Context: an optimization exercise on an open-source flow, tuned for small area and a short achievable clock period. The choices shown serve that exercise and are no tape-out recipe. Only simulation tests tie the RTL to the original design; equivalence was not proved. Power figures rest on the tool's default switching activity, not on a simulated workload.

== run F ==
Design fft_16, start of the top module:
module fft_16 (
    input                clk,
    input                rst_n,
    input                en,
    input  signed [11:0] sin_re,
    input  signed [11:0] sin_im,
    output signed [11:0] sout_re,
    output signed [11:0] sout_im
);
For scale: ~4,200 cells after synthesis, roughly 660 flip-flops, about 51 I/O pins, about 0.040 mm2 of cells after synthesis.
clock: 11.0 ns
lec_check: 0
abc_clock_period_in_ps: 2500
cap_margin: 20
core_margin: 2
core_utilization: 40
slew_margin: 20
standard.sh (not shown) runs the stock make flow with config.mk's settings and CLKGATE_MAP_FILE= SYNTH_SCRIPT=/design/flow/synth_recipe.tcl, a recipe that flattens the netlist after the stock synthesis.
==> flow/flow/run.sh <==
#!/bin/bash
set -euo pipefail
export SETUP_SLACK_MARGIN=7.5
bash standard.sh > make_standard.log 2>&1
What run Y does differently from run F at the input level:
==> flow/flow/run.sh <==
#!/bin/bash
set -euo pipefail
export SETUP_SLACK_MARGIN=8.0
bash standard.sh > make_standard.log 2>&1
Findings:
Per the comparison of run Y with run F, total routing resource utilization after global routing went up, routed wirelength normalized by instance count saw an increase, cell count along the critical path has increased. The highest net fanout along the worst path of run Y falls short of that of run F by 1. Comparing the two runs side by side, run Y comes out behind run F on wire length. Worst slack at placement is higher on run F. Share of total power in the clock network (higher): run F.

---

== alpha ==
fft_16, a different RTL version from the one above (not shown whole).
Size in the first run: roughly 4400 cells after synthesis, about 700 flip-flops, roughly 51 I/O pins, roughly 42000 µm² of cells after synthesis.
Settings: LEC_CHECK=0, ABC_CLOCK_PERIOD_IN_PS=2500, CAP_MARGIN=20, CORE_MARGIN=2, CORE_UTILIZATION=40, SLEW_MARGIN=20; clock period 11.0 ns.
==> flow/flow/run.sh <==
#!/bin/bash
set -euo pipefail
export SETUP_SLACK_MARGIN=7.5
export SETUP_MOVE_SEQUENCE=unbuffer,sizeup,swap,clone,split
bash standard.sh > make_standard.log 2>&1
alpha: done, clean on timing, DRC and antenna
> inputs changed (alpha -> beta)
--- a/flow/flow/run.sh
+++ b/flow/flow/run.sh
@@ -3 +3 @@
-export SETUP_SLACK_MARGIN=7.5
+export SETUP_SLACK_MARGIN=7.6
--- a/flow/config.mk
+++ b/flow/config.mk
@@ -11,0 +12,3 @@
+export CTS_CLUSTER_DIAMETER = 80
+export CTS_CLUSTER_SIZE = 25
+export PLACE_DENSITY = 0.7
Findings:
Comparing alpha and beta, the higher wire length was measured on beta. Sort alpha and beta by number of clock buffers in the layout asc -> top: beta. Per the comparison of beta with alpha, data-path buffer share of cell area in the final layout increased by 0.81 points relative to the old numbers, fmax decreased by 0.70% relative to the old numbers. sky130_fd_sc_hd__nor3b_4 as the standard cell with the maximum stage delay on the critical path was reported by beta, and sky130_fd_sc_hd__fa_2 by alpha. Taking alpha as the reference, in beta multiplexer share of the synthesized area stayed essentially flat; average via count per standard cell rose by about 3%.
[inputs] gamma vs beta
--- a/flow/flow/run.sh
+++ b/flow/flow/run.sh
@@ -3 +3 @@
-export SETUP_SLACK_MARGIN=7.6
+export SETUP_SLACK_MARGIN=7.5
--- a/flow/config.mk
+++ b/flow/config.mk
@@ -14 +13,0 @@
-export PLACE_DENSITY = 0.7
--- outcome ---
gamma reports its slowest cell on the critical path as sky130_fd_sc_hd__o31a_1 while beta reports sky130_fd_sc_hd__nor3b_4.
Compared beta against gamma; total sequential power within noise.
beta → gamma: total of plain and repair buffers excluding clock buffers now smaller; sequential cell area share saw an increase.
Inputs modified between gamma and delta:
--- a/flow/flow/run.sh
+++ b/flow/flow/run.sh
@@ -3 +3 @@
-export SETUP_SLACK_MARGIN=7.5
+export SETUP_SLACK_MARGIN=7.9
- Every run (delta and gamma) finished clean.
- Between delta and gamma, the met3 global-route usage is lower for gamma.
- Summary of delta over gamma: worst hold slack went up; worst clock skew on the final layout went down.
- delta gives less register share of total power than gamma did.
- gamma → delta: finished layout cell area went up 4.5%; total wirelength of the detailed-routed design higher; power consumption shows an increase of 4.4%.
- delta ended up with a higher non-clock buffer instance count of the final layout than gamma did.
- Compared with gamma, in delta area added between synthesis and finish saw an increase; final design utilization increased by 2.0 points relative to the old numbers.
Here is what was changed in the inputs of epsilon compared with delta.
--- a/flow/flow/run.sh
+++ b/flow/flow/run.sh
@@ -3 +3 @@
-export SETUP_SLACK_MARGIN=7.9
+export SETUP_SLACK_MARGIN=7.7
--- a/flow/config.mk
+++ b/flow/config.mk
@@ -12,2 +11,0 @@
-export CTS_CLUSTER_DIAMETER = 80
-export CTS_CLUSTER_SIZE = 25
--- outcome ---
- Summary — relative contribution of the clock network to total power, epsilon relative to delta: higher, by 7.8 points.
- delta -> epsilon: total congestion overflow flat
- epsilon: sum of routed wire length over all layers lower than delta
- As far as via count is concerned, epsilon and delta perform about the same.
- Row amount of wire on met3 after detailed routing: epsilon lower / delta higher
- Per the final summary, epsilon finished and its layout is clean on timing, DRC and antenna.
- Highest clock rate delta (delta -> epsilon): insignificant
- epsilon -> delta: remaining routing DRC violations delta 0, exact match
- The higher global-route met3 utilization came out of delta.

---

TR:
Starting RTL as in the previous note.
## fft_16
module fft_16 (
    input                clk,
    input                rst_n,
    input                en,
    input  signed [11:0] sin_re,
    input  signed [11:0] sin_im,
    output signed [11:0] sout_re,
    output signed [11:0] sout_im
);
    function signed [11:0] sat13(input signed [12:0] x);
        sat13 = (x[12] ^ x[11]) ? {x[12], {11{~x[12]}}} : x[11:0];
    endfunction
    function signed [12:0] sx(input signed [11:0] x);
        sx = x;
    endfunction
    reg [3:0] count;
    wire [3:0] count_n = (!rst_n || !en) ? 4'd0 : count + 4'd1;
    always @(posedge clk) count <= count_n;
    reg z1;             
    reg bf2;            
    reg p2;             
    reg [47:0] sel1;    
    reg w2r, w4r, w6r;  
    wire [47:0] sel1_n;
    tf_dec dec1 (.k(count_n[2:0] + 3'd1), .sel(sel1_n));
    always @(posedge clk) begin
        z1  <= (count_n[2:0] == 3'd0);
        bf2 <= (count_n[2:0] == 3'd0) | (count_n[2] & (count_n[1] | count_n[0]));
        p2  <= (count_n[1:0] == 2'd1) & ~count_n[2];
        sel1 <= sel1_n;
        w2r <= (count_n[1:0] == 2'd1);
        w4r <= (count_n[1:0] == 2'd2);
        w6r <= (count_n[1:0] == 2'd3);
    end
    reg [7:0] age;
    always @(posedge clk) age <= rst_n ? {age[6:0], 1'b1} : 8'd0;
    wire ok1 = age[7];      
    wire ok2 = age[3];      
    wire ok3 = age[1];      
    integer i;
    reg signed [12:0] d1r0_re, d1r0_im;           
    reg signed [11:0] d1_re [1:7];
    reg signed [11:0] d1_im [1:7];
    reg signed [12:0] s1_re, s1_im;               
    reg signed [13:0] p3_re, p3_im;               
    reg        [12:0] v1rs, v1rc, v1is, v1ic;     
    reg        [8:0]  v1rl, v1il;     
    wire [4:0] c1r = v1rl[8:5] + v1rl[4:1] + v1rl[0];
    wire [4:0] c1i = v1il[8:5] + v1il[4:1] + v1il[0];
    wire v1r8 = c1r[4], v1i8 = c1i[4];
    wire signed [11:0] a1_re = ok1 ? d1_re[7] : 12'sd0;
    wire signed [11:0] a1_im = ok1 ? d1_im[7] : 12'sd0;
    wire [12:0] t1rs, t1rc, t1is, t1ic;
    wire [8:0]  t1rl, t1il;
    tf_multi tf1 (.a(d1_re[6]), .b(d1_im[6]), .a3(p3_re), .b3(p3_im),
  ...
clock: 11.0 ns
lec_check: 0
abc_clock_period_in_ps: 2500
cap_margin: 20
core_margin: 2
core_utilization: 40
cts_cluster_diameter: 60
cts_cluster_size: 20
place_density: 0.7
slew_margin: 20
==> flow/flow/run.sh <==
#!/bin/bash
set -euo pipefail
export SETUP_SLACK_MARGIN=7.7
export SETUP_MOVE_SEQUENCE=unbuffer,sizeup,swap,clone,split
bash standard.sh > make_standard.log 2>&1
Per the final summary, TR finished and its layout is clean on timing, DRC and antenna.
Input changes introduced in JK (baseline for comparison: TR):
--- a/flow/config.mk
+++ b/flow/config.mk
@@ -10,6 +10,5 @@
 export CORE_MARGIN = 2
 export CORE_UTILIZATION = 40
-export CTS_CLUSTER_DIAMETER = 60
-export CTS_CLUSTER_SIZE = 20
-export PLACE_DENSITY = 0.7
+export CTS_CLUSTER_DIAMETER = 100
+export CTS_CLUSTER_SIZE = 30
 export SLEW_MARGIN = 20
Findings:
Compared with TR, JK degrades clock skew. Of the two candidates, TR has the worse minimum period implied by the final worst setup slack and JK the better one. Summary — via count, JK relative to TR: lower, by 3.0%.

---

RTL: one of the versions met above, not the one the previous note started from.
Size: roughly 4,200 cells after synthesis, roughly 660 flip-flops, about 51 I/O pins, roughly 40,000 sq um of cells after synthesis.
Settings: LEC_CHECK=0, ABC_CLOCK_PERIOD_IN_PS=2500, CAP_MARGIN=20, CORE_MARGIN=2, CORE_UTILIZATION=40, SLEW_MARGIN=20; clock period 11.0 ns.
==> flow/flow/run.sh <==
#!/bin/bash
set -euo pipefail
export SETUP_SLACK_MARGIN=7.25
export SETUP_MOVE_SEQUENCE=unbuffer,sizeup,swap,clone,split
bash standard.sh > make_standard.log 2>&1
The first run passed the timing, DRC and antenna checks.
==> next run, changes <==
--- a/flow/flow/run.sh
+++ b/flow/flow/run.sh
@@ -3 +3 @@
-export SETUP_SLACK_MARGIN=7.25
+export SETUP_SLACK_MARGIN=7.5
Total power fell by 0.70%.
Register-to-register slack gets better by 110 ps.
Non-clock buffer count rose by 22.
Synthesized area does not change.
Combinational power rose by about 3%.

## re-timing with driven ports
Ports are ideal in the flow. The routed layouts listed here were re-timed in OpenROAD. Step 1 sets driving cells, clkbuf_16 on the clock port and buf_2 on the other inputs (assumed; they add their load-dependent delay and slew). Step 2 adds t to the input delays and takes it off the output delays; t is the mean of the earliest and latest rising clock arrival at the registers after step 1. Input paths then give back, and output paths get back, about the clock's delay inside the block. a / b / c = ideal ports / drivers / drivers and shift; a / b = the first two.
| run | t, ns | setup WS [ns] | latest minus earliest clock arrival (ns) |
|---|---|---|---|
| run F | 0.702 | 7.284 / 7.317 / 6.616 | 0.027 / 0.027 |
| run Y | 0.716 | 7.268 / 7.313 / 6.596 | 0.031 / 0.031 |
| alpha | 0.721 | 7.503 / 7.489 / 6.818 | 0.035 / 0.034 |
| beta | 0.666 | 7.478 / 7.478 / 6.939 | 0.048 / 0.048 |
| gamma | 0.702 | 7.484 / 7.494 / 6.824 | 0.054 / 0.055 |
| delta | 0.712 | 7.568 / 7.568 / 6.967 | 0.043 / 0.043 |
| epsilon | 0.725 | 7.578 / 7.578 / 6.959 | 0.058 / 0.058 |
| TR | 0.718 | 7.573 / 7.573 / 6.983 | 0.050 / 0.051 |
| JK | 0.746 | 7.580 / 7.580 / 6.974 | 0.062 / 0.062 |
| the first run of note 4 | 0.724 | 7.255 / 7.251 / 6.562 | 0.056 / 0.055 |
| the second run of note 4 | 0.697 | 7.262 / 7.297 / 6.600 | 0.026 / 0.026 |
After both steps every run listed still meets setup and hold. The setup slack of the first run of note 4, which loses most, moves by -0.004 ns with the drivers and by -0.693 ns with both steps.
